Source: an optimization exercise on an open RTL-to-GDS flow (aim: small area, a short achievable clock period and few clock cycles). Production flows keep margins and buffers that such runs may drop. Only simulation tests tie the RTL to the original design; equivalence was not proved. Power is estimated from default activity; no workload was simulated.

===== flow/run.sh =====
#!/bin/bash
# synth_recipe.tcl (not shown) runs the flow's synth.tcl, then flattens the netlist and writes it again
# the make line also repeats each setting of config.mk as NAME=value (left out here)
make -C /OpenROAD-flow-scripts/flow DESIGN_CONFIG=/design/flow/config.mk WORK_HOME=/design/flow/orfs CLKGATE_MAP_FILE= SYNTH_SCRIPT=/design/flow/synth_recipe.tcl finish

===== flow/config.mk =====
export PLATFORM = sky130hd
export DESIGN_NAME = encrpytion
export DESIGN_NICKNAME = encrpytion
export VERILOG_FILES = /design/flow/design.v
export SDC_FILE = /design/flow/constraint.sdc
export NUM_CORES = 4
export LEC_CHECK = 0
export CAP_MARGIN = 20
export CORE_MARGIN = 2
export CORE_UTILIZATION = 70
export PLACE_DENSITY = 0.8
export SETUP_SLACK_MARGIN = 5
export SLEW_MARGIN = 20

===== flow/constraint.sdc =====
create_clock -name core_clock -period 10.0 [get_ports {clk}]
set_input_delay 2.0000 -clock core_clock [delete_from_list [all_inputs] [get_ports {clk}]]
set_output_delay 2.0000 -clock core_clock [all_outputs]
set_load 0.01 [all_outputs]

===== flow/design.v =====
module encrpytion        
    # (parameter k = 32)(
    input clk,               
    input rst,               
    input en,                
    input [k-1:0]a,          
    input [2*k-1:0]n,        
    input [k:0]e,            
    output [k-1:0]cipher,    
    output reg ready_flag    
    );
reg  [k-1:0] R;          
reg  [k-1:0] P;          
reg  [k-1:0] Ni;         
reg          bq;         
reg  [4:0]   cnt;        
reg  [4:0]   idx;        
reg          ebit;       
reg          sq;         
reg          run;        
assign cipher = R;
reg  [4:0] idx0;
integer i;
always @(*) begin
    idx0 = 5'd0;
    for (i = 1; i <= k; i = i + 1)
        if (e[i]) idx0 = i - 1;
end
wire [k+2:0] x  = {2'b00, P, 1'b0};
wire [k+2:0] y  = {3'b000, bq ? R : {k{1'b0}}};
wire [k+2:0] z1 = {3'b111, Ni};           
wire [k+2:0] z2 = {2'b11, Ni, 1'b1};      
wire [k+2:0] s1 = x ^ y ^ z1;
wire [k+2:0] c1 = (x & y) | (x & z1) | (y & z1);
wire [k+2:0] s2 = x ^ y ^ z2;
wire [k+2:0] c2 = (x & y) | (x & z2) | (y & z2);
wire [34:0] ad0_p0 = x ^ y;
wire [34:0] ad0_g0 = x & y;
wire [34:0] ad0_G0 = {ad0_g0[34:1], ad0_g0[0] | (ad0_p0[0] & 1'b0)};
wire [34:0] ad0_P0 = ad0_p0;
wire ad0_g1_1 = ad0_G0[1] | (ad0_P0[1] & ad0_G0[0]);
wire ad0_p1_1 = ad0_P0[1] & ad0_P0[0];
wire ad0_g1_3 = ad0_G0[3] | (ad0_P0[3] & ad0_G0[2]);
wire ad0_p1_3 = ad0_P0[3] & ad0_P0[2];
wire ad0_g1_5 = ad0_G0[5] | (ad0_P0[5] & ad0_G0[4]);
wire ad0_p1_5 = ad0_P0[5] & ad0_P0[4];
wire ad0_g1_7 = ad0_G0[7] | (ad0_P0[7] & ad0_G0[6]);
wire ad0_p1_7 = ad0_P0[7] & ad0_P0[6];
wire ad0_g1_9 = ad0_G0[9] | (ad0_P0[9] & ad0_G0[8]);
wire ad0_p1_9 = ad0_P0[9] & ad0_P0[8];
wire ad0_g1_11 = ad0_G0[11] | (ad0_P0[11] & ad0_G0[10]);
wire ad0_p1_11 = ad0_P0[11] & ad0_P0[10];
wire ad0_g1_13 = ad0_G0[13] | (ad0_P0[13] & ad0_G0[12]);
wire ad0_p1_13 = ad0_P0[13] & ad0_P0[12];
wire ad0_g1_15 = ad0_G0[15] | (ad0_P0[15] & ad0_G0[14]);
wire ad0_p1_15 = ad0_P0[15] & ad0_P0[14];
wire ad0_g1_17 = ad0_G0[17] | (ad0_P0[17] & ad0_G0[16]);
wire ad0_p1_17 = ad0_P0[17] & ad0_P0[16];
wire ad0_g1_19 = ad0_G0[19] | (ad0_P0[19] & ad0_G0[18]);
wire ad0_p1_19 = ad0_P0[19] & ad0_P0[18];
wire ad0_g1_21 = ad0_G0[21] | (ad0_P0[21] & ad0_G0[20]);
wire ad0_p1_21 = ad0_P0[21] & ad0_P0[20];
wire ad0_g1_23 = ad0_G0[23] | (ad0_P0[23] & ad0_G0[22]);
wire ad0_p1_23 = ad0_P0[23] & ad0_P0[22];
wire ad0_g1_25 = ad0_G0[25] | (ad0_P0[25] & ad0_G0[24]);
wire ad0_p1_25 = ad0_P0[25] & ad0_P0[24];
wire ad0_g1_27 = ad0_G0[27] | (ad0_P0[27] & ad0_G0[26]);
wire ad0_p1_27 = ad0_P0[27] & ad0_P0[26];
wire ad0_g1_29 = ad0_G0[29] | (ad0_P0[29] & ad0_G0[28]);
wire ad0_p1_29 = ad0_P0[29] & ad0_P0[28];
wire ad0_g1_31 = ad0_G0[31] | (ad0_P0[31] & ad0_G0[30]);
wire ad0_p1_31 = ad0_P0[31] & ad0_P0[30];
wire ad0_g1_33 = ad0_G0[33] | (ad0_P0[33] & ad0_G0[32]);
wire ad0_p1_33 = ad0_P0[33] & ad0_P0[32];
wire ad0_g2_2 = ad0_G0[2] | (ad0_P0[2] & ad0_g1_1);
wire ad0_p2_2 = ad0_P0[2] & ad0_p1_1;
wire ad0_g2_3 = ad0_g1_3 | (ad0_p1_3 & ad0_g1_1);
wire ad0_p2_3 = ad0_p1_3 & ad0_p1_1;
wire ad0_g2_6 = ad0_G0[6] | (ad0_P0[6] & ad0_g1_5);
wire ad0_p2_6 = ad0_P0[6] & ad0_p1_5;
wire ad0_g2_7 = ad0_g1_7 | (ad0_p1_7 & ad0_g1_5);
wire ad0_p2_7 = ad0_p1_7 & ad0_p1_5;
wire ad0_g2_10 = ad0_G0[10] | (ad0_P0[10] & ad0_g1_9);
wire ad0_p2_10 = ad0_P0[10] & ad0_p1_9;
wire ad0_g2_11 = ad0_g1_11 | (ad0_p1_11 & ad0_g1_9);
wire ad0_p2_11 = ad0_p1_11 & ad0_p1_9;
wire ad0_g2_14 = ad0_G0[14] | (ad0_P0[14] & ad0_g1_13);
wire ad0_p2_14 = ad0_P0[14] & ad0_p1_13;
wire ad0_g2_15 = ad0_g1_15 | (ad0_p1_15 & ad0_g1_13);
wire ad0_p2_15 = ad0_p1_15 & ad0_p1_13;
wire ad0_g2_18 = ad0_G0[18] | (ad0_P0[18] & ad0_g1_17);
wire ad0_p2_18 = ad0_P0[18] & ad0_p1_17;
wire ad0_g2_19 = ad0_g1_19 | (ad0_p1_19 & ad0_g1_17);
wire ad0_p2_19 = ad0_p1_19 & ad0_p1_17;
wire ad0_g2_22 = ad0_G0[22] | (ad0_P0[22] & ad0_g1_21);
wire ad0_p2_22 = ad0_P0[22] & ad0_p1_21;
wire ad0_g2_23 = ad0_g1_23 | (ad0_p1_23 & ad0_g1_21);
wire ad0_p2_23 = ad0_p1_23 & ad0_p1_21;
wire ad0_g2_26 = ad0_G0[26] | (ad0_P0[26] & ad0_g1_25);
wire ad0_p2_26 = ad0_P0[26] & ad0_p1_25;
wire ad0_g2_27 = ad0_g1_27 | (ad0_p1_27 & ad0_g1_25);
wire ad0_p2_27 = ad0_p1_27 & ad0_p1_25;
wire ad0_g2_30 = ad0_G0[30] | (ad0_P0[30] & ad0_g1_29);
wire ad0_p2_30 = ad0_P0[30] & ad0_p1_29;
wire ad0_g2_31 = ad0_g1_31 | (ad0_p1_31 & ad0_g1_29);
wire ad0_p2_31 = ad0_p1_31 & ad0_p1_29;
wire ad0_g2_34 = ad0_G0[34] | (ad0_P0[34] & ad0_g1_33);
wire ad0_p2_34 = ad0_P0[34] & ad0_p1_33;
wire ad0_g3_4 = ad0_G0[4] | (ad0_P0[4] & ad0_g2_3);
wire ad0_p3_4 = ad0_P0[4] & ad0_p2_3;
wire ad0_g3_5 = ad0_g1_5 | (ad0_p1_5 & ad0_g2_3);
wire ad0_p3_5 = ad0_p1_5 & ad0_p2_3;
wire ad0_g3_6 = ad0_g2_6 | (ad0_p2_6 & ad0_g2_3);
wire ad0_p3_6 = ad0_p2_6 & ad0_p2_3;
wire ad0_g3_7 = ad0_g2_7 | (ad0_p2_7 & ad0_g2_3);
wire ad0_p3_7 = ad0_p2_7 & ad0_p2_3;
wire ad0_g3_12 = ad0_G0[12] | (ad0_P0[12] & ad0_g2_11);
wire ad0_p3_12 = ad0_P0[12] & ad0_p2_11;
wire ad0_g3_13 = ad0_g1_13 | (ad0_p1_13 & ad0_g2_11);
wire ad0_p3_13 = ad0_p1_13 & ad0_p2_11;
wire ad0_g3_14 = ad0_g2_14 | (ad0_p2_14 & ad0_g2_11);
wire ad0_p3_14 = ad0_p2_14 & ad0_p2_11;
wire ad0_g3_15 = ad0_g2_15 | (ad0_p2_15 & ad0_g2_11);
wire ad0_p3_15 = ad0_p2_15 & ad0_p2_11;
wire ad0_g3_20 = ad0_G0[20] | (ad0_P0[20] & ad0_g2_19);
wire ad0_p3_20 = ad0_P0[20] & ad0_p2_19;
wire ad0_g3_21 = ad0_g1_21 | (ad0_p1_21 & ad0_g2_19);
wire ad0_p3_21 = ad0_p1_21 & ad0_p2_19;
wire ad0_g3_22 = ad0_g2_22 | (ad0_p2_22 & ad0_g2_19);
wire ad0_p3_22 = ad0_p2_22 & ad0_p2_19;
wire ad0_g3_23 = ad0_g2_23 | (ad0_p2_23 & ad0_g2_19);
wire ad0_p3_23 = ad0_p2_23 & ad0_p2_19;
wire ad0_g3_28 = ad0_G0[28] | (ad0_P0[28] & ad0_g2_27);
wire ad0_p3_28 = ad0_P0[28] & ad0_p2_27;
wire ad0_g3_29 = ad0_g1_29 | (ad0_p1_29 & ad0_g2_27);
wire ad0_p3_29 = ad0_p1_29 & ad0_p2_27;
wire ad0_g3_30 = ad0_g2_30 | (ad0_p2_30 & ad0_g2_27);
wire ad0_p3_30 = ad0_p2_30 & ad0_p2_27;
wire ad0_g3_31 = ad0_g2_31 | (ad0_p2_31 & ad0_g2_27);
wire ad0_p3_31 = ad0_p2_31 & ad0_p2_27;
wire ad0_g4_8 = ad0_G0[8] | (ad0_P0[8] & ad0_g3_7);
wire ad0_p4_8 = ad0_P0[8] & ad0_p3_7;
wire ad0_g4_9 = ad0_g1_9 | (ad0_p1_9 & ad0_g3_7);
wire ad0_p4_9 = ad0_p1_9 & ad0_p3_7;
wire ad0_g4_10 = ad0_g2_10 | (ad0_p2_10 & ad0_g3_7);
wire ad0_p4_10 = ad0_p2_10 & ad0_p3_7;
wire ad0_g4_11 = ad0_g2_11 | (ad0_p2_11 & ad0_g3_7);
wire ad0_p4_11 = ad0_p2_11 & ad0_p3_7;
wire ad0_g4_12 = ad0_g3_12 | (ad0_p3_12 & ad0_g3_7);
wire ad0_p4_12 = ad0_p3_12 & ad0_p3_7;
wire ad0_g4_13 = ad0_g3_13 | (ad0_p3_13 & ad0_g3_7);
wire ad0_p4_13 = ad0_p3_13 & ad0_p3_7;
wire ad0_g4_14 = ad0_g3_14 | (ad0_p3_14 & ad0_g3_7);
wire ad0_p4_14 = ad0_p3_14 & ad0_p3_7;
wire ad0_g4_15 = ad0_g3_15 | (ad0_p3_15 & ad0_g3_7);
wire ad0_p4_15 = ad0_p3_15 & ad0_p3_7;
wire ad0_g4_24 = ad0_G0[24] | (ad0_P0[24] & ad0_g3_23);
wire ad0_p4_24 = ad0_P0[24] & ad0_p3_23;
wire ad0_g4_25 = ad0_g1_25 | (ad0_p1_25 & ad0_g3_23);
wire ad0_p4_25 = ad0_p1_25 & ad0_p3_23;
wire ad0_g4_26 = ad0_g2_26 | (ad0_p2_26 & ad0_g3_23);
wire ad0_p4_26 = ad0_p2_26 & ad0_p3_23;
wire ad0_g4_27 = ad0_g2_27 | (ad0_p2_27 & ad0_g3_23);
wire ad0_p4_27 = ad0_p2_27 & ad0_p3_23;
wire ad0_g4_28 = ad0_g3_28 | (ad0_p3_28 & ad0_g3_23);
wire ad0_p4_28 = ad0_p3_28 & ad0_p3_23;
wire ad0_g4_29 = ad0_g3_29 | (ad0_p3_29 & ad0_g3_23);
wire ad0_p4_29 = ad0_p3_29 & ad0_p3_23;
wire ad0_g4_30 = ad0_g3_30 | (ad0_p3_30 & ad0_g3_23);
wire ad0_p4_30 = ad0_p3_30 & ad0_p3_23;
wire ad0_g4_31 = ad0_g3_31 | (ad0_p3_31 & ad0_g3_23);
wire ad0_p4_31 = ad0_p3_31 & ad0_p3_23;
wire ad0_g5_16 = ad0_G0[16] | (ad0_P0[16] & ad0_g4_15);
wire ad0_p5_16 = ad0_P0[16] & ad0_p4_15;
wire ad0_g5_17 = ad0_g1_17 | (ad0_p1_17 & ad0_g4_15);
wire ad0_p5_17 = ad0_p1_17 & ad0_p4_15;
wire ad0_g5_18 = ad0_g2_18 | (ad0_p2_18 & ad0_g4_15);
wire ad0_p5_18 = ad0_p2_18 & ad0_p4_15;
wire ad0_g5_19 = ad0_g2_19 | (ad0_p2_19 & ad0_g4_15);
wire ad0_p5_19 = ad0_p2_19 & ad0_p4_15;
wire ad0_g5_20 = ad0_g3_20 | (ad0_p3_20 & ad0_g4_15);
wire ad0_p5_20 = ad0_p3_20 & ad0_p4_15;
wire ad0_g5_21 = ad0_g3_21 | (ad0_p3_21 & ad0_g4_15);
wire ad0_p5_21 = ad0_p3_21 & ad0_p4_15;
wire ad0_g5_22 = ad0_g3_22 | (ad0_p3_22 & ad0_g4_15);
wire ad0_p5_22 = ad0_p3_22 & ad0_p4_15;
wire ad0_g5_23 = ad0_g3_23 | (ad0_p3_23 & ad0_g4_15);
wire ad0_p5_23 = ad0_p3_23 & ad0_p4_15;
wire ad0_g5_24 = ad0_g4_24 | (ad0_p4_24 & ad0_g4_15);
wire ad0_p5_24 = ad0_p4_24 & ad0_p4_15;
wire ad0_g5_25 = ad0_g4_25 | (ad0_p4_25 & ad0_g4_15);
wire ad0_p5_25 = ad0_p4_25 & ad0_p4_15;
wire ad0_g5_26 = ad0_g4_26 | (ad0_p4_26 & ad0_g4_15);
wire ad0_p5_26 = ad0_p4_26 & ad0_p4_15;
wire ad0_g5_27 = ad0_g4_27 | (ad0_p4_27 & ad0_g4_15);
wire ad0_p5_27 = ad0_p4_27 & ad0_p4_15;
wire ad0_g5_28 = ad0_g4_28 | (ad0_p4_28 & ad0_g4_15);
wire ad0_p5_28 = ad0_p4_28 & ad0_p4_15;
wire ad0_g5_29 = ad0_g4_29 | (ad0_p4_29 & ad0_g4_15);
wire ad0_p5_29 = ad0_p4_29 & ad0_p4_15;
wire ad0_g5_30 = ad0_g4_30 | (ad0_p4_30 & ad0_g4_15);
wire ad0_p5_30 = ad0_p4_30 & ad0_p4_15;
wire ad0_g5_31 = ad0_g4_31 | (ad0_p4_31 & ad0_g4_15);
wire ad0_p5_31 = ad0_p4_31 & ad0_p4_15;
wire ad0_g6_32 = ad0_G0[32] | (ad0_P0[32] & ad0_g5_31);
wire ad0_p6_32 = ad0_P0[32] & ad0_p5_31;
wire ad0_g6_33 = ad0_g1_33 | (ad0_p1_33 & ad0_g5_31);
wire ad0_p6_33 = ad0_p1_33 & ad0_p5_31;
wire ad0_g6_34 = ad0_g2_34 | (ad0_p2_34 & ad0_g5_31);
wire ad0_p6_34 = ad0_p2_34 & ad0_p5_31;
wire [34:0] t0 = ad0_p0 ^ {ad0_g6_33, ad0_g6_32, ad0_g5_31, ad0_g5_30, ad0_g5_29, ad0_g5_28, ad0_g5_27, ad0_g5_26, ad0_g5_25, ad0_g5_24, ad0_g5_23, ad0_g5_22, ad0_g5_21, ad0_g5_20, ad0_g5_19, ad0_g5_18, ad0_g5_17, ad0_g5_16, ad0_g4_15, ad0_g4_14, ad0_g4_13, ad0_g4_12, ad0_g4_11, ad0_g4_10, ad0_g4_9, ad0_g4_8, ad0_g3_7, ad0_g3_6, ad0_g3_5, ad0_g3_4, ad0_g2_3, ad0_g2_2, ad0_g1_1, ad0_G0[0], 1'b0};
wire [34:0] ad1_p0 = s1 ^ {c1[k+1:0], 1'b0};
wire [34:0] ad1_g0 = s1 & {c1[k+1:0], 1'b0};
wire [34:0] ad1_G0 = {ad1_g0[34:1], ad1_g0[0] | (ad1_p0[0] & 1'b1)};
wire [34:0] ad1_P0 = ad1_p0;
wire ad1_g1_1 = ad1_G0[1] | (ad1_P0[1] & ad1_G0[0]);
wire ad1_p1_1 = ad1_P0[1] & ad1_P0[0];
wire ad1_g1_3 = ad1_G0[3] | (ad1_P0[3] & ad1_G0[2]);
wire ad1_p1_3 = ad1_P0[3] & ad1_P0[2];
wire ad1_g1_5 = ad1_G0[5] | (ad1_P0[5] & ad1_G0[4]);
wire ad1_p1_5 = ad1_P0[5] & ad1_P0[4];
wire ad1_g1_7 = ad1_G0[7] | (ad1_P0[7] & ad1_G0[6]);
wire ad1_p1_7 = ad1_P0[7] & ad1_P0[6];
wire ad1_g1_9 = ad1_G0[9] | (ad1_P0[9] & ad1_G0[8]);
wire ad1_p1_9 = ad1_P0[9] & ad1_P0[8];
wire ad1_g1_11 = ad1_G0[11] | (ad1_P0[11] & ad1_G0[10]);
wire ad1_p1_11 = ad1_P0[11] & ad1_P0[10];
wire ad1_g1_13 = ad1_G0[13] | (ad1_P0[13] & ad1_G0[12]);
wire ad1_p1_13 = ad1_P0[13] & ad1_P0[12];
wire ad1_g1_15 = ad1_G0[15] | (ad1_P0[15] & ad1_G0[14]);
wire ad1_p1_15 = ad1_P0[15] & ad1_P0[14];
wire ad1_g1_17 = ad1_G0[17] | (ad1_P0[17] & ad1_G0[16]);
wire ad1_p1_17 = ad1_P0[17] & ad1_P0[16];
wire ad1_g1_19 = ad1_G0[19] | (ad1_P0[19] & ad1_G0[18]);
wire ad1_p1_19 = ad1_P0[19] & ad1_P0[18];
wire ad1_g1_21 = ad1_G0[21] | (ad1_P0[21] & ad1_G0[20]);
wire ad1_p1_21 = ad1_P0[21] & ad1_P0[20];
wire ad1_g1_23 = ad1_G0[23] | (ad1_P0[23] & ad1_G0[22]);
wire ad1_p1_23 = ad1_P0[23] & ad1_P0[22];
wire ad1_g1_25 = ad1_G0[25] | (ad1_P0[25] & ad1_G0[24]);
wire ad1_p1_25 = ad1_P0[25] & ad1_P0[24];
wire ad1_g1_27 = ad1_G0[27] | (ad1_P0[27] & ad1_G0[26]);
wire ad1_p1_27 = ad1_P0[27] & ad1_P0[26];
wire ad1_g1_29 = ad1_G0[29] | (ad1_P0[29] & ad1_G0[28]);
wire ad1_p1_29 = ad1_P0[29] & ad1_P0[28];
wire ad1_g1_31 = ad1_G0[31] | (ad1_P0[31] & ad1_G0[30]);
wire ad1_p1_31 = ad1_P0[31] & ad1_P0[30];
wire ad1_g1_33 = ad1_G0[33] | (ad1_P0[33] & ad1_G0[32]);
wire ad1_p1_33 = ad1_P0[33] & ad1_P0[32];
wire ad1_g2_2 = ad1_G0[2] | (ad1_P0[2] & ad1_g1_1);
wire ad1_p2_2 = ad1_P0[2] & ad1_p1_1;
wire ad1_g2_3 = ad1_g1_3 | (ad1_p1_3 & ad1_g1_1);
wire ad1_p2_3 = ad1_p1_3 & ad1_p1_1;
wire ad1_g2_6 = ad1_G0[6] | (ad1_P0[6] & ad1_g1_5);
wire ad1_p2_6 = ad1_P0[6] & ad1_p1_5;
wire ad1_g2_7 = ad1_g1_7 | (ad1_p1_7 & ad1_g1_5);
wire ad1_p2_7 = ad1_p1_7 & ad1_p1_5;
wire ad1_g2_10 = ad1_G0[10] | (ad1_P0[10] & ad1_g1_9);
wire ad1_p2_10 = ad1_P0[10] & ad1_p1_9;
wire ad1_g2_11 = ad1_g1_11 | (ad1_p1_11 & ad1_g1_9);
wire ad1_p2_11 = ad1_p1_11 & ad1_p1_9;
wire ad1_g2_14 = ad1_G0[14] | (ad1_P0[14] & ad1_g1_13);
wire ad1_p2_14 = ad1_P0[14] & ad1_p1_13;
wire ad1_g2_15 = ad1_g1_15 | (ad1_p1_15 & ad1_g1_13);
wire ad1_p2_15 = ad1_p1_15 & ad1_p1_13;
wire ad1_g2_18 = ad1_G0[18] | (ad1_P0[18] & ad1_g1_17);
wire ad1_p2_18 = ad1_P0[18] & ad1_p1_17;
wire ad1_g2_19 = ad1_g1_19 | (ad1_p1_19 & ad1_g1_17);
wire ad1_p2_19 = ad1_p1_19 & ad1_p1_17;
wire ad1_g2_22 = ad1_G0[22] | (ad1_P0[22] & ad1_g1_21);
wire ad1_p2_22 = ad1_P0[22] & ad1_p1_21;
wire ad1_g2_23 = ad1_g1_23 | (ad1_p1_23 & ad1_g1_21);
wire ad1_p2_23 = ad1_p1_23 & ad1_p1_21;
wire ad1_g2_26 = ad1_G0[26] | (ad1_P0[26] & ad1_g1_25);
wire ad1_p2_26 = ad1_P0[26] & ad1_p1_25;
wire ad1_g2_27 = ad1_g1_27 | (ad1_p1_27 & ad1_g1_25);
wire ad1_p2_27 = ad1_p1_27 & ad1_p1_25;
wire ad1_g2_30 = ad1_G0[30] | (ad1_P0[30] & ad1_g1_29);
wire ad1_p2_30 = ad1_P0[30] & ad1_p1_29;
wire ad1_g2_31 = ad1_g1_31 | (ad1_p1_31 & ad1_g1_29);
wire ad1_p2_31 = ad1_p1_31 & ad1_p1_29;
wire ad1_g2_34 = ad1_G0[34] | (ad1_P0[34] & ad1_g1_33);
wire ad1_p2_34 = ad1_P0[34] & ad1_p1_33;
wire ad1_g3_4 = ad1_G0[4] | (ad1_P0[4] & ad1_g2_3);
wire ad1_p3_4 = ad1_P0[4] & ad1_p2_3;
wire ad1_g3_5 = ad1_g1_5 | (ad1_p1_5 & ad1_g2_3);
wire ad1_p3_5 = ad1_p1_5 & ad1_p2_3;
wire ad1_g3_6 = ad1_g2_6 | (ad1_p2_6 & ad1_g2_3);
wire ad1_p3_6 = ad1_p2_6 & ad1_p2_3;
wire ad1_g3_7 = ad1_g2_7 | (ad1_p2_7 & ad1_g2_3);
wire ad1_p3_7 = ad1_p2_7 & ad1_p2_3;
wire ad1_g3_12 = ad1_G0[12] | (ad1_P0[12] & ad1_g2_11);
wire ad1_p3_12 = ad1_P0[12] & ad1_p2_11;
wire ad1_g3_13 = ad1_g1_13 | (ad1_p1_13 & ad1_g2_11);
wire ad1_p3_13 = ad1_p1_13 & ad1_p2_11;
wire ad1_g3_14 = ad1_g2_14 | (ad1_p2_14 & ad1_g2_11);
wire ad1_p3_14 = ad1_p2_14 & ad1_p2_11;
wire ad1_g3_15 = ad1_g2_15 | (ad1_p2_15 & ad1_g2_11);
wire ad1_p3_15 = ad1_p2_15 & ad1_p2_11;
wire ad1_g3_20 = ad1_G0[20] | (ad1_P0[20] & ad1_g2_19);
wire ad1_p3_20 = ad1_P0[20] & ad1_p2_19;
wire ad1_g3_21 = ad1_g1_21 | (ad1_p1_21 & ad1_g2_19);
wire ad1_p3_21 = ad1_p1_21 & ad1_p2_19;
wire ad1_g3_22 = ad1_g2_22 | (ad1_p2_22 & ad1_g2_19);
wire ad1_p3_22 = ad1_p2_22 & ad1_p2_19;
wire ad1_g3_23 = ad1_g2_23 | (ad1_p2_23 & ad1_g2_19);
wire ad1_p3_23 = ad1_p2_23 & ad1_p2_19;
wire ad1_g3_28 = ad1_G0[28] | (ad1_P0[28] & ad1_g2_27);
wire ad1_p3_28 = ad1_P0[28] & ad1_p2_27;
wire ad1_g3_29 = ad1_g1_29 | (ad1_p1_29 & ad1_g2_27);
wire ad1_p3_29 = ad1_p1_29 & ad1_p2_27;
wire ad1_g3_30 = ad1_g2_30 | (ad1_p2_30 & ad1_g2_27);
wire ad1_p3_30 = ad1_p2_30 & ad1_p2_27;
wire ad1_g3_31 = ad1_g2_31 | (ad1_p2_31 & ad1_g2_27);
wire ad1_p3_31 = ad1_p2_31 & ad1_p2_27;
wire ad1_g4_8 = ad1_G0[8] | (ad1_P0[8] & ad1_g3_7);
wire ad1_p4_8 = ad1_P0[8] & ad1_p3_7;
wire ad1_g4_9 = ad1_g1_9 | (ad1_p1_9 & ad1_g3_7);
wire ad1_p4_9 = ad1_p1_9 & ad1_p3_7;
wire ad1_g4_10 = ad1_g2_10 | (ad1_p2_10 & ad1_g3_7);
wire ad1_p4_10 = ad1_p2_10 & ad1_p3_7;
wire ad1_g4_11 = ad1_g2_11 | (ad1_p2_11 & ad1_g3_7);
wire ad1_p4_11 = ad1_p2_11 & ad1_p3_7;
wire ad1_g4_12 = ad1_g3_12 | (ad1_p3_12 & ad1_g3_7);
wire ad1_p4_12 = ad1_p3_12 & ad1_p3_7;
wire ad1_g4_13 = ad1_g3_13 | (ad1_p3_13 & ad1_g3_7);
wire ad1_p4_13 = ad1_p3_13 & ad1_p3_7;
wire ad1_g4_14 = ad1_g3_14 | (ad1_p3_14 & ad1_g3_7);
wire ad1_p4_14 = ad1_p3_14 & ad1_p3_7;
wire ad1_g4_15 = ad1_g3_15 | (ad1_p3_15 & ad1_g3_7);
wire ad1_p4_15 = ad1_p3_15 & ad1_p3_7;
wire ad1_g4_24 = ad1_G0[24] | (ad1_P0[24] & ad1_g3_23);
wire ad1_p4_24 = ad1_P0[24] & ad1_p3_23;
wire ad1_g4_25 = ad1_g1_25 | (ad1_p1_25 & ad1_g3_23);
wire ad1_p4_25 = ad1_p1_25 & ad1_p3_23;
wire ad1_g4_26 = ad1_g2_26 | (ad1_p2_26 & ad1_g3_23);
wire ad1_p4_26 = ad1_p2_26 & ad1_p3_23;
wire ad1_g4_27 = ad1_g2_27 | (ad1_p2_27 & ad1_g3_23);
wire ad1_p4_27 = ad1_p2_27 & ad1_p3_23;
wire ad1_g4_28 = ad1_g3_28 | (ad1_p3_28 & ad1_g3_23);
wire ad1_p4_28 = ad1_p3_28 & ad1_p3_23;
wire ad1_g4_29 = ad1_g3_29 | (ad1_p3_29 & ad1_g3_23);
wire ad1_p4_29 = ad1_p3_29 & ad1_p3_23;
wire ad1_g4_30 = ad1_g3_30 | (ad1_p3_30 & ad1_g3_23);
wire ad1_p4_30 = ad1_p3_30 & ad1_p3_23;
wire ad1_g4_31 = ad1_g3_31 | (ad1_p3_31 & ad1_g3_23);
wire ad1_p4_31 = ad1_p3_31 & ad1_p3_23;
wire ad1_g5_16 = ad1_G0[16] | (ad1_P0[16] & ad1_g4_15);
wire ad1_p5_16 = ad1_P0[16] & ad1_p4_15;
wire ad1_g5_17 = ad1_g1_17 | (ad1_p1_17 & ad1_g4_15);
wire ad1_p5_17 = ad1_p1_17 & ad1_p4_15;
wire ad1_g5_18 = ad1_g2_18 | (ad1_p2_18 & ad1_g4_15);
wire ad1_p5_18 = ad1_p2_18 & ad1_p4_15;
wire ad1_g5_19 = ad1_g2_19 | (ad1_p2_19 & ad1_g4_15);
wire ad1_p5_19 = ad1_p2_19 & ad1_p4_15;
wire ad1_g5_20 = ad1_g3_20 | (ad1_p3_20 & ad1_g4_15);
wire ad1_p5_20 = ad1_p3_20 & ad1_p4_15;
wire ad1_g5_21 = ad1_g3_21 | (ad1_p3_21 & ad1_g4_15);
wire ad1_p5_21 = ad1_p3_21 & ad1_p4_15;
wire ad1_g5_22 = ad1_g3_22 | (ad1_p3_22 & ad1_g4_15);
wire ad1_p5_22 = ad1_p3_22 & ad1_p4_15;
wire ad1_g5_23 = ad1_g3_23 | (ad1_p3_23 & ad1_g4_15);
wire ad1_p5_23 = ad1_p3_23 & ad1_p4_15;
wire ad1_g5_24 = ad1_g4_24 | (ad1_p4_24 & ad1_g4_15);
wire ad1_p5_24 = ad1_p4_24 & ad1_p4_15;
wire ad1_g5_25 = ad1_g4_25 | (ad1_p4_25 & ad1_g4_15);
wire ad1_p5_25 = ad1_p4_25 & ad1_p4_15;
wire ad1_g5_26 = ad1_g4_26 | (ad1_p4_26 & ad1_g4_15);
wire ad1_p5_26 = ad1_p4_26 & ad1_p4_15;
wire ad1_g5_27 = ad1_g4_27 | (ad1_p4_27 & ad1_g4_15);
wire ad1_p5_27 = ad1_p4_27 & ad1_p4_15;
wire ad1_g5_28 = ad1_g4_28 | (ad1_p4_28 & ad1_g4_15);
wire ad1_p5_28 = ad1_p4_28 & ad1_p4_15;
wire ad1_g5_29 = ad1_g4_29 | (ad1_p4_29 & ad1_g4_15);
wire ad1_p5_29 = ad1_p4_29 & ad1_p4_15;
wire ad1_g5_30 = ad1_g4_30 | (ad1_p4_30 & ad1_g4_15);
wire ad1_p5_30 = ad1_p4_30 & ad1_p4_15;
wire ad1_g5_31 = ad1_g4_31 | (ad1_p4_31 & ad1_g4_15);
wire ad1_p5_31 = ad1_p4_31 & ad1_p4_15;
wire ad1_g6_32 = ad1_G0[32] | (ad1_P0[32] & ad1_g5_31);
wire ad1_p6_32 = ad1_P0[32] & ad1_p5_31;
wire ad1_g6_33 = ad1_g1_33 | (ad1_p1_33 & ad1_g5_31);
wire ad1_p6_33 = ad1_p1_33 & ad1_p5_31;
wire ad1_g6_34 = ad1_g2_34 | (ad1_p2_34 & ad1_g5_31);
wire ad1_p6_34 = ad1_p2_34 & ad1_p5_31;
wire [34:0] t1 = ad1_p0 ^ {ad1_g6_33, ad1_g6_32, ad1_g5_31, ad1_g5_30, ad1_g5_29, ad1_g5_28, ad1_g5_27, ad1_g5_26, ad1_g5_25, ad1_g5_24, ad1_g5_23, ad1_g5_22, ad1_g5_21, ad1_g5_20, ad1_g5_19, ad1_g5_18, ad1_g5_17, ad1_g5_16, ad1_g4_15, ad1_g4_14, ad1_g4_13, ad1_g4_12, ad1_g4_11, ad1_g4_10, ad1_g4_9, ad1_g4_8, ad1_g3_7, ad1_g3_6, ad1_g3_5, ad1_g3_4, ad1_g2_3, ad1_g2_2, ad1_g1_1, ad1_G0[0], 1'b1};
wire [34:0] ad2_p0 = s2 ^ {c2[k+1:0], 1'b0};
wire [34:0] ad2_g0 = s2 & {c2[k+1:0], 1'b0};
wire [34:0] ad2_G0 = {ad2_g0[34:1], ad2_g0[0] | (ad2_p0[0] & 1'b1)};
wire [34:0] ad2_P0 = ad2_p0;
wire ad2_g1_1 = ad2_G0[1] | (ad2_P0[1] & ad2_G0[0]);
wire ad2_p1_1 = ad2_P0[1] & ad2_P0[0];
wire ad2_g1_3 = ad2_G0[3] | (ad2_P0[3] & ad2_G0[2]);
wire ad2_p1_3 = ad2_P0[3] & ad2_P0[2];
wire ad2_g1_5 = ad2_G0[5] | (ad2_P0[5] & ad2_G0[4]);
wire ad2_p1_5 = ad2_P0[5] & ad2_P0[4];
wire ad2_g1_7 = ad2_G0[7] | (ad2_P0[7] & ad2_G0[6]);
wire ad2_p1_7 = ad2_P0[7] & ad2_P0[6];
wire ad2_g1_9 = ad2_G0[9] | (ad2_P0[9] & ad2_G0[8]);
wire ad2_p1_9 = ad2_P0[9] & ad2_P0[8];
wire ad2_g1_11 = ad2_G0[11] | (ad2_P0[11] & ad2_G0[10]);
wire ad2_p1_11 = ad2_P0[11] & ad2_P0[10];
wire ad2_g1_13 = ad2_G0[13] | (ad2_P0[13] & ad2_G0[12]);
wire ad2_p1_13 = ad2_P0[13] & ad2_P0[12];
wire ad2_g1_15 = ad2_G0[15] | (ad2_P0[15] & ad2_G0[14]);
wire ad2_p1_15 = ad2_P0[15] & ad2_P0[14];
wire ad2_g1_17 = ad2_G0[17] | (ad2_P0[17] & ad2_G0[16]);
wire ad2_p1_17 = ad2_P0[17] & ad2_P0[16];
wire ad2_g1_19 = ad2_G0[19] | (ad2_P0[19] & ad2_G0[18]);
wire ad2_p1_19 = ad2_P0[19] & ad2_P0[18];
wire ad2_g1_21 = ad2_G0[21] | (ad2_P0[21] & ad2_G0[20]);
wire ad2_p1_21 = ad2_P0[21] & ad2_P0[20];
wire ad2_g1_23 = ad2_G0[23] | (ad2_P0[23] & ad2_G0[22]);
wire ad2_p1_23 = ad2_P0[23] & ad2_P0[22];
wire ad2_g1_25 = ad2_G0[25] | (ad2_P0[25] & ad2_G0[24]);
wire ad2_p1_25 = ad2_P0[25] & ad2_P0[24];
wire ad2_g1_27 = ad2_G0[27] | (ad2_P0[27] & ad2_G0[26]);
wire ad2_p1_27 = ad2_P0[27] & ad2_P0[26];
wire ad2_g1_29 = ad2_G0[29] | (ad2_P0[29] & ad2_G0[28]);
wire ad2_p1_29 = ad2_P0[29] & ad2_P0[28];
wire ad2_g1_31 = ad2_G0[31] | (ad2_P0[31] & ad2_G0[30]);
wire ad2_p1_31 = ad2_P0[31] & ad2_P0[30];
wire ad2_g1_33 = ad2_G0[33] | (ad2_P0[33] & ad2_G0[32]);
wire ad2_p1_33 = ad2_P0[33] & ad2_P0[32];
wire ad2_g2_2 = ad2_G0[2] | (ad2_P0[2] & ad2_g1_1);
wire ad2_p2_2 = ad2_P0[2] & ad2_p1_1;
wire ad2_g2_3 = ad2_g1_3 | (ad2_p1_3 & ad2_g1_1);
wire ad2_p2_3 = ad2_p1_3 & ad2_p1_1;
wire ad2_g2_6 = ad2_G0[6] | (ad2_P0[6] & ad2_g1_5);
wire ad2_p2_6 = ad2_P0[6] & ad2_p1_5;
wire ad2_g2_7 = ad2_g1_7 | (ad2_p1_7 & ad2_g1_5);
wire ad2_p2_7 = ad2_p1_7 & ad2_p1_5;
wire ad2_g2_10 = ad2_G0[10] | (ad2_P0[10] & ad2_g1_9);
wire ad2_p2_10 = ad2_P0[10] & ad2_p1_9;
wire ad2_g2_11 = ad2_g1_11 | (ad2_p1_11 & ad2_g1_9);
wire ad2_p2_11 = ad2_p1_11 & ad2_p1_9;
wire ad2_g2_14 = ad2_G0[14] | (ad2_P0[14] & ad2_g1_13);
wire ad2_p2_14 = ad2_P0[14] & ad2_p1_13;
wire ad2_g2_15 = ad2_g1_15 | (ad2_p1_15 & ad2_g1_13);
wire ad2_p2_15 = ad2_p1_15 & ad2_p1_13;
wire ad2_g2_18 = ad2_G0[18] | (ad2_P0[18] & ad2_g1_17);
wire ad2_p2_18 = ad2_P0[18] & ad2_p1_17;
wire ad2_g2_19 = ad2_g1_19 | (ad2_p1_19 & ad2_g1_17);
wire ad2_p2_19 = ad2_p1_19 & ad2_p1_17;
wire ad2_g2_22 = ad2_G0[22] | (ad2_P0[22] & ad2_g1_21);
wire ad2_p2_22 = ad2_P0[22] & ad2_p1_21;
wire ad2_g2_23 = ad2_g1_23 | (ad2_p1_23 & ad2_g1_21);
wire ad2_p2_23 = ad2_p1_23 & ad2_p1_21;
wire ad2_g2_26 = ad2_G0[26] | (ad2_P0[26] & ad2_g1_25);
wire ad2_p2_26 = ad2_P0[26] & ad2_p1_25;
wire ad2_g2_27 = ad2_g1_27 | (ad2_p1_27 & ad2_g1_25);
wire ad2_p2_27 = ad2_p1_27 & ad2_p1_25;
wire ad2_g2_30 = ad2_G0[30] | (ad2_P0[30] & ad2_g1_29);
wire ad2_p2_30 = ad2_P0[30] & ad2_p1_29;
wire ad2_g2_31 = ad2_g1_31 | (ad2_p1_31 & ad2_g1_29);
wire ad2_p2_31 = ad2_p1_31 & ad2_p1_29;
wire ad2_g2_34 = ad2_G0[34] | (ad2_P0[34] & ad2_g1_33);
wire ad2_p2_34 = ad2_P0[34] & ad2_p1_33;
wire ad2_g3_4 = ad2_G0[4] | (ad2_P0[4] & ad2_g2_3);
wire ad2_p3_4 = ad2_P0[4] & ad2_p2_3;
wire ad2_g3_5 = ad2_g1_5 | (ad2_p1_5 & ad2_g2_3);
wire ad2_p3_5 = ad2_p1_5 & ad2_p2_3;
wire ad2_g3_6 = ad2_g2_6 | (ad2_p2_6 & ad2_g2_3);
wire ad2_p3_6 = ad2_p2_6 & ad2_p2_3;
wire ad2_g3_7 = ad2_g2_7 | (ad2_p2_7 & ad2_g2_3);
wire ad2_p3_7 = ad2_p2_7 & ad2_p2_3;
wire ad2_g3_12 = ad2_G0[12] | (ad2_P0[12] & ad2_g2_11);
wire ad2_p3_12 = ad2_P0[12] & ad2_p2_11;
wire ad2_g3_13 = ad2_g1_13 | (ad2_p1_13 & ad2_g2_11);
wire ad2_p3_13 = ad2_p1_13 & ad2_p2_11;
wire ad2_g3_14 = ad2_g2_14 | (ad2_p2_14 & ad2_g2_11);
wire ad2_p3_14 = ad2_p2_14 & ad2_p2_11;
wire ad2_g3_15 = ad2_g2_15 | (ad2_p2_15 & ad2_g2_11);
wire ad2_p3_15 = ad2_p2_15 & ad2_p2_11;
wire ad2_g3_20 = ad2_G0[20] | (ad2_P0[20] & ad2_g2_19);
wire ad2_p3_20 = ad2_P0[20] & ad2_p2_19;
wire ad2_g3_21 = ad2_g1_21 | (ad2_p1_21 & ad2_g2_19);
wire ad2_p3_21 = ad2_p1_21 & ad2_p2_19;
wire ad2_g3_22 = ad2_g2_22 | (ad2_p2_22 & ad2_g2_19);
wire ad2_p3_22 = ad2_p2_22 & ad2_p2_19;
wire ad2_g3_23 = ad2_g2_23 | (ad2_p2_23 & ad2_g2_19);
wire ad2_p3_23 = ad2_p2_23 & ad2_p2_19;
wire ad2_g3_28 = ad2_G0[28] | (ad2_P0[28] & ad2_g2_27);
wire ad2_p3_28 = ad2_P0[28] & ad2_p2_27;
wire ad2_g3_29 = ad2_g1_29 | (ad2_p1_29 & ad2_g2_27);
wire ad2_p3_29 = ad2_p1_29 & ad2_p2_27;
wire ad2_g3_30 = ad2_g2_30 | (ad2_p2_30 & ad2_g2_27);
wire ad2_p3_30 = ad2_p2_30 & ad2_p2_27;
wire ad2_g3_31 = ad2_g2_31 | (ad2_p2_31 & ad2_g2_27);
wire ad2_p3_31 = ad2_p2_31 & ad2_p2_27;
wire ad2_g4_8 = ad2_G0[8] | (ad2_P0[8] & ad2_g3_7);
wire ad2_p4_8 = ad2_P0[8] & ad2_p3_7;
wire ad2_g4_9 = ad2_g1_9 | (ad2_p1_9 & ad2_g3_7);
wire ad2_p4_9 = ad2_p1_9 & ad2_p3_7;
wire ad2_g4_10 = ad2_g2_10 | (ad2_p2_10 & ad2_g3_7);
wire ad2_p4_10 = ad2_p2_10 & ad2_p3_7;
wire ad2_g4_11 = ad2_g2_11 | (ad2_p2_11 & ad2_g3_7);
wire ad2_p4_11 = ad2_p2_11 & ad2_p3_7;
wire ad2_g4_12 = ad2_g3_12 | (ad2_p3_12 & ad2_g3_7);
wire ad2_p4_12 = ad2_p3_12 & ad2_p3_7;
wire ad2_g4_13 = ad2_g3_13 | (ad2_p3_13 & ad2_g3_7);
wire ad2_p4_13 = ad2_p3_13 & ad2_p3_7;
wire ad2_g4_14 = ad2_g3_14 | (ad2_p3_14 & ad2_g3_7);
wire ad2_p4_14 = ad2_p3_14 & ad2_p3_7;
wire ad2_g4_15 = ad2_g3_15 | (ad2_p3_15 & ad2_g3_7);
wire ad2_p4_15 = ad2_p3_15 & ad2_p3_7;
wire ad2_g4_24 = ad2_G0[24] | (ad2_P0[24] & ad2_g3_23);
wire ad2_p4_24 = ad2_P0[24] & ad2_p3_23;
wire ad2_g4_25 = ad2_g1_25 | (ad2_p1_25 & ad2_g3_23);
wire ad2_p4_25 = ad2_p1_25 & ad2_p3_23;
wire ad2_g4_26 = ad2_g2_26 | (ad2_p2_26 & ad2_g3_23);
wire ad2_p4_26 = ad2_p2_26 & ad2_p3_23;
wire ad2_g4_27 = ad2_g2_27 | (ad2_p2_27 & ad2_g3_23);
wire ad2_p4_27 = ad2_p2_27 & ad2_p3_23;
wire ad2_g4_28 = ad2_g3_28 | (ad2_p3_28 & ad2_g3_23);
wire ad2_p4_28 = ad2_p3_28 & ad2_p3_23;
wire ad2_g4_29 = ad2_g3_29 | (ad2_p3_29 & ad2_g3_23);
wire ad2_p4_29 = ad2_p3_29 & ad2_p3_23;
wire ad2_g4_30 = ad2_g3_30 | (ad2_p3_30 & ad2_g3_23);
wire ad2_p4_30 = ad2_p3_30 & ad2_p3_23;
wire ad2_g4_31 = ad2_g3_31 | (ad2_p3_31 & ad2_g3_23);
wire ad2_p4_31 = ad2_p3_31 & ad2_p3_23;
wire ad2_g5_16 = ad2_G0[16] | (ad2_P0[16] & ad2_g4_15);
wire ad2_p5_16 = ad2_P0[16] & ad2_p4_15;
wire ad2_g5_17 = ad2_g1_17 | (ad2_p1_17 & ad2_g4_15);
wire ad2_p5_17 = ad2_p1_17 & ad2_p4_15;
wire ad2_g5_18 = ad2_g2_18 | (ad2_p2_18 & ad2_g4_15);
wire ad2_p5_18 = ad2_p2_18 & ad2_p4_15;
wire ad2_g5_19 = ad2_g2_19 | (ad2_p2_19 & ad2_g4_15);
wire ad2_p5_19 = ad2_p2_19 & ad2_p4_15;
wire ad2_g5_20 = ad2_g3_20 | (ad2_p3_20 & ad2_g4_15);
wire ad2_p5_20 = ad2_p3_20 & ad2_p4_15;
wire ad2_g5_21 = ad2_g3_21 | (ad2_p3_21 & ad2_g4_15);
wire ad2_p5_21 = ad2_p3_21 & ad2_p4_15;
wire ad2_g5_22 = ad2_g3_22 | (ad2_p3_22 & ad2_g4_15);
wire ad2_p5_22 = ad2_p3_22 & ad2_p4_15;
wire ad2_g5_23 = ad2_g3_23 | (ad2_p3_23 & ad2_g4_15);
wire ad2_p5_23 = ad2_p3_23 & ad2_p4_15;
wire ad2_g5_24 = ad2_g4_24 | (ad2_p4_24 & ad2_g4_15);
wire ad2_p5_24 = ad2_p4_24 & ad2_p4_15;
wire ad2_g5_25 = ad2_g4_25 | (ad2_p4_25 & ad2_g4_15);
wire ad2_p5_25 = ad2_p4_25 & ad2_p4_15;
wire ad2_g5_26 = ad2_g4_26 | (ad2_p4_26 & ad2_g4_15);
wire ad2_p5_26 = ad2_p4_26 & ad2_p4_15;
wire ad2_g5_27 = ad2_g4_27 | (ad2_p4_27 & ad2_g4_15);
wire ad2_p5_27 = ad2_p4_27 & ad2_p4_15;
wire ad2_g5_28 = ad2_g4_28 | (ad2_p4_28 & ad2_g4_15);
wire ad2_p5_28 = ad2_p4_28 & ad2_p4_15;
wire ad2_g5_29 = ad2_g4_29 | (ad2_p4_29 & ad2_g4_15);
wire ad2_p5_29 = ad2_p4_29 & ad2_p4_15;
wire ad2_g5_30 = ad2_g4_30 | (ad2_p4_30 & ad2_g4_15);
wire ad2_p5_30 = ad2_p4_30 & ad2_p4_15;
wire ad2_g5_31 = ad2_g4_31 | (ad2_p4_31 & ad2_g4_15);
wire ad2_p5_31 = ad2_p4_31 & ad2_p4_15;
wire ad2_g6_32 = ad2_G0[32] | (ad2_P0[32] & ad2_g5_31);
wire ad2_p6_32 = ad2_P0[32] & ad2_p5_31;
wire ad2_g6_33 = ad2_g1_33 | (ad2_p1_33 & ad2_g5_31);
wire ad2_p6_33 = ad2_p1_33 & ad2_p5_31;
wire ad2_g6_34 = ad2_g2_34 | (ad2_p2_34 & ad2_g5_31);
wire ad2_p6_34 = ad2_p2_34 & ad2_p5_31;
wire [34:0] t2 = ad2_p0 ^ {ad2_g6_33, ad2_g6_32, ad2_g5_31, ad2_g5_30, ad2_g5_29, ad2_g5_28, ad2_g5_27, ad2_g5_26, ad2_g5_25, ad2_g5_24, ad2_g5_23, ad2_g5_22, ad2_g5_21, ad2_g5_20, ad2_g5_19, ad2_g5_18, ad2_g5_17, ad2_g5_16, ad2_g4_15, ad2_g4_14, ad2_g4_13, ad2_g4_12, ad2_g4_11, ad2_g4_10, ad2_g4_9, ad2_g4_8, ad2_g3_7, ad2_g3_6, ad2_g3_5, ad2_g3_4, ad2_g2_3, ad2_g2_2, ad2_g1_1, ad2_G0[0], 1'b1};
wire [k-1:0] res = !t2[k+2] ? t2[k-1:0] : !t1[k+2] ? t1[k-1:0] : t0[k-1:0];
wire last   = (cnt == 5'd31);
wire domul  = sq & ebit;
wire finish = last & ~domul & (idx == 5'd0);
wire idle   = ~run & ~ready_flag;
always @(posedge clk or posedge rst) begin
    if (rst) begin
        run <= 1'b0;
        ready_flag <= 1'b0;
    end else begin
        run <= en & (idle | (run & ~finish));
        ready_flag <= en & (ready_flag | (run & finish));
    end
end
always @(posedge clk)
    Ni <= ~n[k-1:0];
always @(posedge clk) begin
    ebit <= e[idx];
    P <= (idle | last) ? {k{1'b0}} : res;
    if (idle) begin
        R   <= a;
        bq  <= a[k-1];
        cnt <= 5'd30;
        idx <= idx0;
        sq  <= 1'b1;
    end else if (run) begin
        cnt <= cnt - 5'd1;
        if (last) begin
            R <= res;
            if (domul) begin
                sq <= 1'b0;
                bq <= a[k-1];
            end else begin
                sq  <= 1'b1;
                bq  <= res[k-1];
                idx <= idx - 5'd1;
            end
        end else begin
            bq <= sq ? R[cnt] : a[cnt];
        end
    end
end
endmodule

==> results.py, run 1 <==
metrics = {
    "floorplan": {
        "die_height_um": 126.8,
        "boundaryPins": 165,
        "initial_utilization_pct": 72.14,
        "rows": 44,
        "die_width_um": 126.8,
        "die_area_um2": 16090,
        "core-area_um2": 14640,
    },
    "layout": {
        "fill_cells": 882,
        "final_common_cell": "clkdlybuf4s50_1",
        "final_cell_mix": "132 x clkdlybuf4s50_1, 97 x ha_1, 80 x nor2_1, 79 x nand2_1, 78 x inv_1",
        "area_growth_syn_to_layout_pct": 16.78,
        "diodes": 0,
        "drive_above_1_share_pct": 7.137,
        "nets": 1505,
    },
    "logic_synthesis": {
        "synth_compound_area_share_pct": 17.39,
        "synth_adder_area_share_pct": 25.89,
        "synth-xor-area-share_pct": 5.555,
        "ys_types": 77,
        "synth-simple-area-share_pct": 13.54,
        "synth_top_family_by_area": "adder cells",
        "synthArstFlopShare_pct": 1.802,
        "synthCells": 1082,
        "synthFlopType": "dfxtp_1",
        "ys_ff_latch": 111,
        "yosysSeqAreaShare_pct": 24.73,
        "synth_fp_nets": 1387,
        "synthMuxAreaShare_pct": 8.528,
        "synth_edf_count": 38,
        "syn-cell-area_um2": 10560,
        "ys_warn_count": 1,
        "avgSynthCellArea_um2": 9.763,
    },
    "timing": {
        "setup-tns-final_ns": 0,
        "finalCritPeriodShare_pct": 48.70,
        "worst_pin_slew_ns": 1.005,
        "skew_ns": 0.009541,
        "rsz0062_at_grt": "false",
        "fin_hold_ws_ns": 0.5822,
        "max_clock_freq_ghz": 0.2053,
        "maxSlewViolCount": 0,
        "setup_violations": 0,
        "slew_headroom_pct": 33.01,
        "finalCriticalPeriod_ns": 4.870,
        "final-hold-violation-count": 0,
    },
    "worst_setup_path": {
        "worstReg2RegEnd": "R[12]$_DFFE_PP_",
        "endpoint_kind": "flop",
        "ff2ff_setup_slack_ns": 5.13,
        "cp_max_fo": 33,
        "crit_path_start_kind": "flop",
        "worstReg2RegStart": "bq$_DFFE_PP_",
        "path_class": "reg2reg",
        "critPathLaunch": "bq$_DFFE_PP_",
        "r2r_cells": 15,
        "critical_path_arrival_ns": 5.00,
        "required_ns": 10.13,
    },
    "clock_network": {
        "root_buffer": "clkbuf_16",
        "clk_pin_slew_ns": 0.08,
        "cts_tree": "yes",
        "cts.sinks": 111,
        "clk_path_buf_depth": 2,
        "h-tree-depth": 3,
        "hold_buffers": 0,
        "clkLatencyLatePin_ns": 0.37,
        "cts_buffers": 9,
    },
    "grt": {
        "top_usage_layer": "met2",
        "grt_pass1_wl_um": 45650,
        "antenna_found_initial": 0,
        "grt_max_degree": 59,
        "grt_use_met3_pct": 9.110,
        "grt_overflow": 0,
        "grt_use_met2_pct": 58.19,
        "grt_pass1_vias": 9194,
        "groute.usage.overall_pct": 36.22,
        "grt_use_met1_pct": 46.96,
    },
    "place": {
        "dpl.hpwl_um": 21450,
        "gp_congestion": 0.9338,
        "io_buffer_count": 132,
    },
    "worst_hold_path": {
        "worstHoldPathCells": 2,
        "min_from": "cnt[4]$_SDFFE_PP1P_",
        "hold_end": "cnt[4]$_SDFFE_PP1P_",
        "min_path_type": "reg2reg",
    },
    "route": {
        "drtAntennaViolNets": 0,
        "drt_iter0_markers": 785,
        "via_count": 9071,
        "drcViolationCount": 0,
        "avgViaCountPerCell": 6.531,
        "wl_um": 28080,
        "first_pass_iters": 5,
        "wl_per_cell_um": 20.22,
    },
    "job": {
        "drv_cap": 0,
    },
    "status": {
        "status": "finished clean",
    },
    "pwr": {
        "pwr_density_cell_nw_per_um2": 416.8,
        "vdd_drop_max_uv": 237.4,
        "p_leak_nw": 5.389,
    },
}
metrics by stage:
stage               area, um2  util, %  cells  worst slack (ns)  power [W]
finish                  12340    84.24   1389             5.130   0.005142
global route            12340    84.24   1389             5.022   0.005555
CTS                     12330    84.18   1389             5.214   0.005051
detailed placement      12000    81.95   1371             4.663   0.004608
global placement        12000    81.95   1371             4.749   0.004462
floorplan               10560        -   1082             6.059   0.003659
worst max-delay path by stage:
| stage | end | slack [ns] | cells past startpoint |
|---|---|---|---|
| 3_3_place_gp | R[22]$_DFFE_PP_ | 4.75 | 13 |
| 2_1_floorplan | R[22]$_DFFE_PP_ | 6.06 | 15 |
| 3_5_place_dp | R[22]$_DFFE_PP_ | 4.66 | 13 |
| 4_1_cts | R[22]$_DFFE_PP_ | 5.21 | 14 |
| 6_report | R[12]$_DFFE_PP_ | 5.13 | 15 |
| 5_1_grt | R[12]$_DFFE_PP_ | 5.02 | 15 |
flip-flops by register name, indices dropped and copies added (netlist names):
| register | cells |
|---|---|
| Ni | 32 |
| P | 32 |
| R | 32 |
| bq | 1 |
| cnt | 5 |
| ebit | 1 |
| idx | 5 |
| ready_flag | 1 |
| run | 1 |
| sq | 1 |
critical path: stages (launching register included):
cell,delay [ns]
edfxtp_1,0.37
buf_4,0.30
and2_1,0.25
fa_1,0.45
ha_1,0.37
a21oi_1,0.18
o21bai_1,0.16
a211o_1,0.33
o22ai_2,0.44
o21ai_2,0.27
a221oi_4,0.28
buf_4,0.41
o21ai_0,0.21
o211ai_1,0.16
o31ai_1,0.14
mux2_2,0.29
per-layer routing:
metal | vias to the layer above | wire length, um | part of all wire, %
li1 | 4130 | - | -
met1 | 4349 | 11290 | 40
met2 | 500 | 12950 | 46
met3 | 92 | 2709 | 9.6
met4 | 0 | 1127 | 4.0
met5 | - | 0 | 0
logic make-up (layout without fill, tap and decap cells):
kind of cell             after synthesis  count (layout)
AO/OA/AOI/OAI                        273             273
multiplexers                          50              50
adder cells (fa/ha/maj)              173             173
XOR/XNOR                              67              67
AND/OR/NAND/NOR                      296             296
buffers and inverters                112             235
flip-flops                           111             111
cell type report:
| type | instances | area, um2 | share of cell area, % |
|---|---|---|---|
| multi-input combinational | 859 | 7503 | 60.82 |
| timing repair buffer | 141 | 1393 | 11.29 |
| clock inverter | 7 | 80.08 | 0.6491 |
| inverter | 78 | 292.8 | 2.373 |
| sequential | 111 | 2613 | 21.18 |
| tap | 184 | 230.2 | 1.866 |
| clock buffer | 9 | 225.2 | 1.826 |
report_power, final:
| group | total (W) | internal, W | leakage, nW | switching, W |
|---|---|---|---|---|
| clock network | 0.000387 | 0.000198 | 0.143 | 0.000190 |
| registers | 0.000801 | 0.000650 | 0.988 | 0.000151 |
| logic | 0.00395 | 0.00173 | 4.26 | 0.00223 |
synthesized netlist by cell type (11+ instances only):
cell | count | share of area [%]
ha_1 | 97 | 11
nor2_1 | 81 | 2.9
nand2_1 | 79 | 2.8
inv_1 | 78 | 2.8
fa_1 | 76 | 14
dfxtp_1 | 71 | 13
a21oi_1 | 69 | 3.3
o21ai_0 | 43 | 2.0
and2_1 | 38 | 2.3
edfxtp_1 | 38 | 11
xnor2_1 | 37 | 3.1
a21o_1 | 32 | 2.3
mux4_2 | 31 | 6.6
xor2_1 | 30 | 2.5
clkbuf_1 | 22 | 0.78
nor3_1 | 18 | 0.85
nand3_1 | 17 | 0.81
o21ai_1 | 17 | 0.81
o211ai_1 | 16 | 1.1
o21bai_1 | 16 | 1.1
nor2b_1 | 11 | 0.65
what timing repair did:
| action | in CTS | in global routing |
|---|---|---|
| setup endpoints to repair | 50 | 2 |
| gates resized for setup | 2 | 1 |
| buffers inserted | 2 | 0 |
| pin swaps | 0 | 0 |
Testbench counts, summed over its fixed seeds: cycles 6,240.
==> run 2, diff against run 1 <==
--- a/flow/config.mk
+++ b/flow/config.mk
@@ -7,7 +7,7 @@
 export LEC_CHECK = 0
 export CAP_MARGIN = 20
 export CORE_MARGIN = 2
-export CORE_UTILIZATION = 70
-export PLACE_DENSITY = 0.8
+export CORE_UTILIZATION = 55
+export PLACE_DENSITY = 0.7
 export SETUP_SLACK_MARGIN = 5
 export SLEW_MARGIN = 20
==> run 2 against run 1 <==
Via count shrank 4.8%. Cell count grew 3.7%. Synthesized cell count is the same. Non-clock buffer count grew 2. Area after synthesis is the same. Global-route usage shrank 8.2 points. First-iteration DRC count shrank 30%. Register-to-register slack gained 0.08 ns. Combinational power shrank 2%. Clock skew is essentially flat. Clock-buffer cell count is the same.
==> results.py, run 2 <==
metrics = {
    "logic_synthesis": {
        "ys_types": 77,
        "synth_edf_count": 38,
        "synth_most_common_cell": "ha_1",
        "synthArstFlopShare_pct": 1.802,
        "synth_fp_nets": 1387,
        "yosysSeqAreaShare_pct": 24.73,
        "netlist_top_cells_count": "97 x ha_1, 81 x nor2_1, 79 x nand2_1, 78 x inv_1, 76 x fa_1",
        "synthFlopType": "dfxtp_1",
        "synth_area_leader_cell": "fa_1",
        "avgSynthCellArea_um2": 9.763,
        "syn-cell-area_um2": 10560,
        "synthCells": 1082,
        "ys_top_cells_by_area": "fa_1 14%, dfxtp_1 13%, ha_1 11%, edfxtp_1 11%, mux4_2 6.6%",
        "ys_warn_count": 1,
        "netlist.area_leader.share_pct": 14.40,
        "ys_ff_latch": 111,
    },
    "place": {
        "dpl.hpwl_um": 20890,
        "pre_cts_ws_ns": 4.406,
        "io_buffer_count": 132,
        "gp_congestion": 0.9099,
    },
    "route": {
        "wl_per_cell_um": 18.84,
        "drtAntennaViolNets": 0,
        "avgViaCountPerCell": 5.990,
        "first_pass_iters": 5,
        "drcViolationCount": 0,
        "via_count": 8632,
        "drt_iter0_markers": 553,
        "wl_um": 27150,
    },
    "grt": {
        "groute.usage.overall_pct": 28.07,
        "antenna_found_initial": 0,
        "grt_use_met1_pct": 38.66,
        "grt_pass1_wl_um": 44460,
        "top_usage_layer": "met2",
        "grt_pass1_vias": 8626,
        "grt_use_met3_pct": 5.485,
        "grt_overflow": 0,
        "grt_use_met2_pct": 45.47,
        "grt_max_degree": 59,
    },
    "layout": {
        "diodes": 0,
        "area_growth_syn_to_layout_pct": 17.62,
        "multi_input_area_um2": 7513,
        "nets": 1507,
        "top_regs": "Ni: 32 flops, P: 32 flops, R: 32 flops",
        "fill_cells": 1549,
        "final_common_cell": "clkdlybuf4s50_1",
        "register_area_um2": 2613,
        "finish.utilization_pct": 66.21,
        "drive_above_1_share_pct": 7.125,
        "final_cell_mix": "132 x clkdlybuf4s50_1, 97 x ha_1, 80 x nor2_1, 78 x inv_1, 78 x nand2_1",
    },
    "floorplan": {
        "die_area_um2": 20330,
        "initial_utilization_pct": 56.29,
        "rows": 50,
        "core-area_um2": 18770,
        "boundaryPins": 165,
        "die_width_um": 142.6,
        "die_height_um": 142.6,
    },
    "timing": {
        "setup-tns-final_ns": 0,
        "maxSlewViolCount": 0,
        "finalCritPeriodShare_pct": 47.87,
        "max_clock_freq_ghz": 0.2089,
        "finalCriticalPeriod_ns": 4.787,
        "rsz0062_at_grt": "false",
        "setup_violations": 0,
        "final-hold-violation-count": 0,
        "worst_slack_ns": 5.213,
        "slew_headroom_pct": 33.75,
        "worst_pin_slew_ns": 0.9937,
        "skew_ns": 0.009950,
    },
    "worst_hold_path": {
        "worstHoldPathCells": 2,
        "min_path_type": "reg2reg",
        "min_from": "cnt[4]$_SDFFE_PP1P_",
        "hold_end": "cnt[4]$_SDFFE_PP1P_",
    },
    "clock_network": {
        "cts.sinks": 111,
        "clkLatencyLatePin_ns": 0.36,
        "clk_path_buf_depth": 2,
        "root_buffer": "clkbuf_16",
        "cts_buffers": 9,
        "cts_tree": "yes",
        "h-tree-depth": 3,
        "hold_buffers": 0,
        "clk_pin_slew_ns": 0.08,
    },
    "worst_setup_path": {
        "ff2ff_setup_slack_ns": 5.21,
        "worstReg2RegStart": "bq$_DFFE_PP_",
        "critical_path_arrival_ns": 4.91,
        "endpoint_kind": "flop",
        "path_class": "reg2reg",
        "crit_path_start_kind": "flop",
        "worstReg2RegEnd": "R[14]$_DFFE_PP_",
        "r2r_cells": 14,
        "required_ns": 10.12,
        "cp_max_fo": 58,
    },
    "status": {
        "status": "finished clean",
    },
    "pwr": {
        "vdd_drop_max_uv": 209.3,
        "pwr_density_cell_nw_per_um2": 405.7,
        "finalPower_w": 0.005041,
        "p_leak_nw": 5.397,
    },
    "job": {
        "drv_cap": 0,
    },
}
## run 2: worst max path at each step
stage / startpoint / endpoint / slack [ns] / cells after the start
after floorplan: bq$_DFFE_PP_ / R[22]$_DFFE_PP_ / 6.06 / 15
after CTS: bq$_DFFE_PP_ / R[29]$_DFFE_PP_ / 5.02 / 16
after global placement: bq$_DFFE_PP_ / R[22]$_DFFE_PP_ / 4.49 / 13
after global routing: bq$_DFFE_PP_ / R[14]$_DFFE_PP_ / 5.01 / 15
after detailed placement: bq$_DFFE_PP_ / R[22]$_DFFE_PP_ / 4.41 / 13
final: bq$_DFFE_PP_ / R[14]$_DFFE_PP_ / 5.21 / 14
## run 2: stage by stage
step	cells	area (um2)	hold slack [ns]
2_1_floorplan	1082	10560	0.5117
3_3_place_gp	1421	12060	0.5237
3_5_place_dp	1421	12060	0.5399
4_1_cts	1440	12390	0.5591
5_1_grt	1441	12430	0.6035
6_report	1441	12430	0.5647
## run 2: worst max-delay path, stage by stage (launching register included)
cell,delay [ns]
edfxtp_1,0.44
buf_12,0.18
and2_1,0.19
fa_1,0.44
ha_1,0.32
o21ai_0,0.32
o21ai_2,0.16
a2111oi_4,0.55
or4_1,0.21
o21ai_2,0.08
a211o_4,0.40
a21oi_4,0.12
clkbuf_8,0.40
mux2_2,0.40
mux2_2,0.26
## run 2: cells by family (layout without fill, tap and decap cells)
kind of cell / after synthesis / after routing / synth area share [%]
buffers and inverters: 112 / 237 / 4.370
AND/OR/NAND/NOR: 296 / 296 / 13.54
AO/OA/AOI/OAI: 273 / 273 / 17.39
XOR/XNOR: 67 / 67 / 5.555
flip-flops: 111 / 111 / 24.73
adder cells (fa/ha/maj): 173 / 173 / 25.89
multiplexers: 50 / 50 / 8.528
## run 2: final cells by class
cell class / instances / area share, %
Timing Repair Buffer: 143 / 11.48
Inverter: 78 / 2.356
Sequential cell: 111 / 21.03
Tap cell: 234 / 2.356
Multi-Input combinational cell: 859 / 60.47
Clock inverter: 7 / 0.5035
Clock buffer: 9 / 1.813
## run 2: power by group
part	switching [W]	internal (W)	total, W
Combinational	0.00215	0.00173	0.00388
Clock	0.000175	0.000193	0.000368
Sequential	0.000143	0.000650	0.000793
## run 2: per-layer routing
layer  share of wire [%]  wire (um)  vias up
met2                  46      12360      269
met3                 6.6       1796       39
met5                   0          0        -
met4                 2.3        626        0
li1                    -          -     4134
met1                  46      12370     4190
## run 2: repair_timing
item / in CTS / in global routing
pin swaps: 0 / 1
resized for setup: 1 / 4
setup buffers: 3 / 1
setup endpoints to repair: 65 / 36

-- re-timing with driven ports --
The flow's constraints put no driver on any port. The routed layouts listed below were extracted and timed again, unchanged, in two steps.
Step 1 sets driving cells, clkbuf_16 on the clock port and buf_2 on the other inputs (assumed; they add their load-dependent delay and slew).
Step 2 also shifts input and output timing later by t, the mid clock arrival at the registers, as if the neighbouring blocks saw the same clock.
Slacks: no drivers / after step 1 / after step 2; pairs: no drivers / after step 1.
run	t, ns	setup WS [ns]	hold WS [ns]	latest minus earliest clock arrival (ns)	pins driven straight from the clock port
run 1	0.411	5.130 / 5.130 / 5.130	0.582 / 0.582 / 0.582	0.009 / 0.010	1
run 2	0.408	5.213 / 5.213 / 5.213	0.565 / 0.565 / 0.565	0.010 / 0.010	1
After both steps every run listed still meets setup and hold.
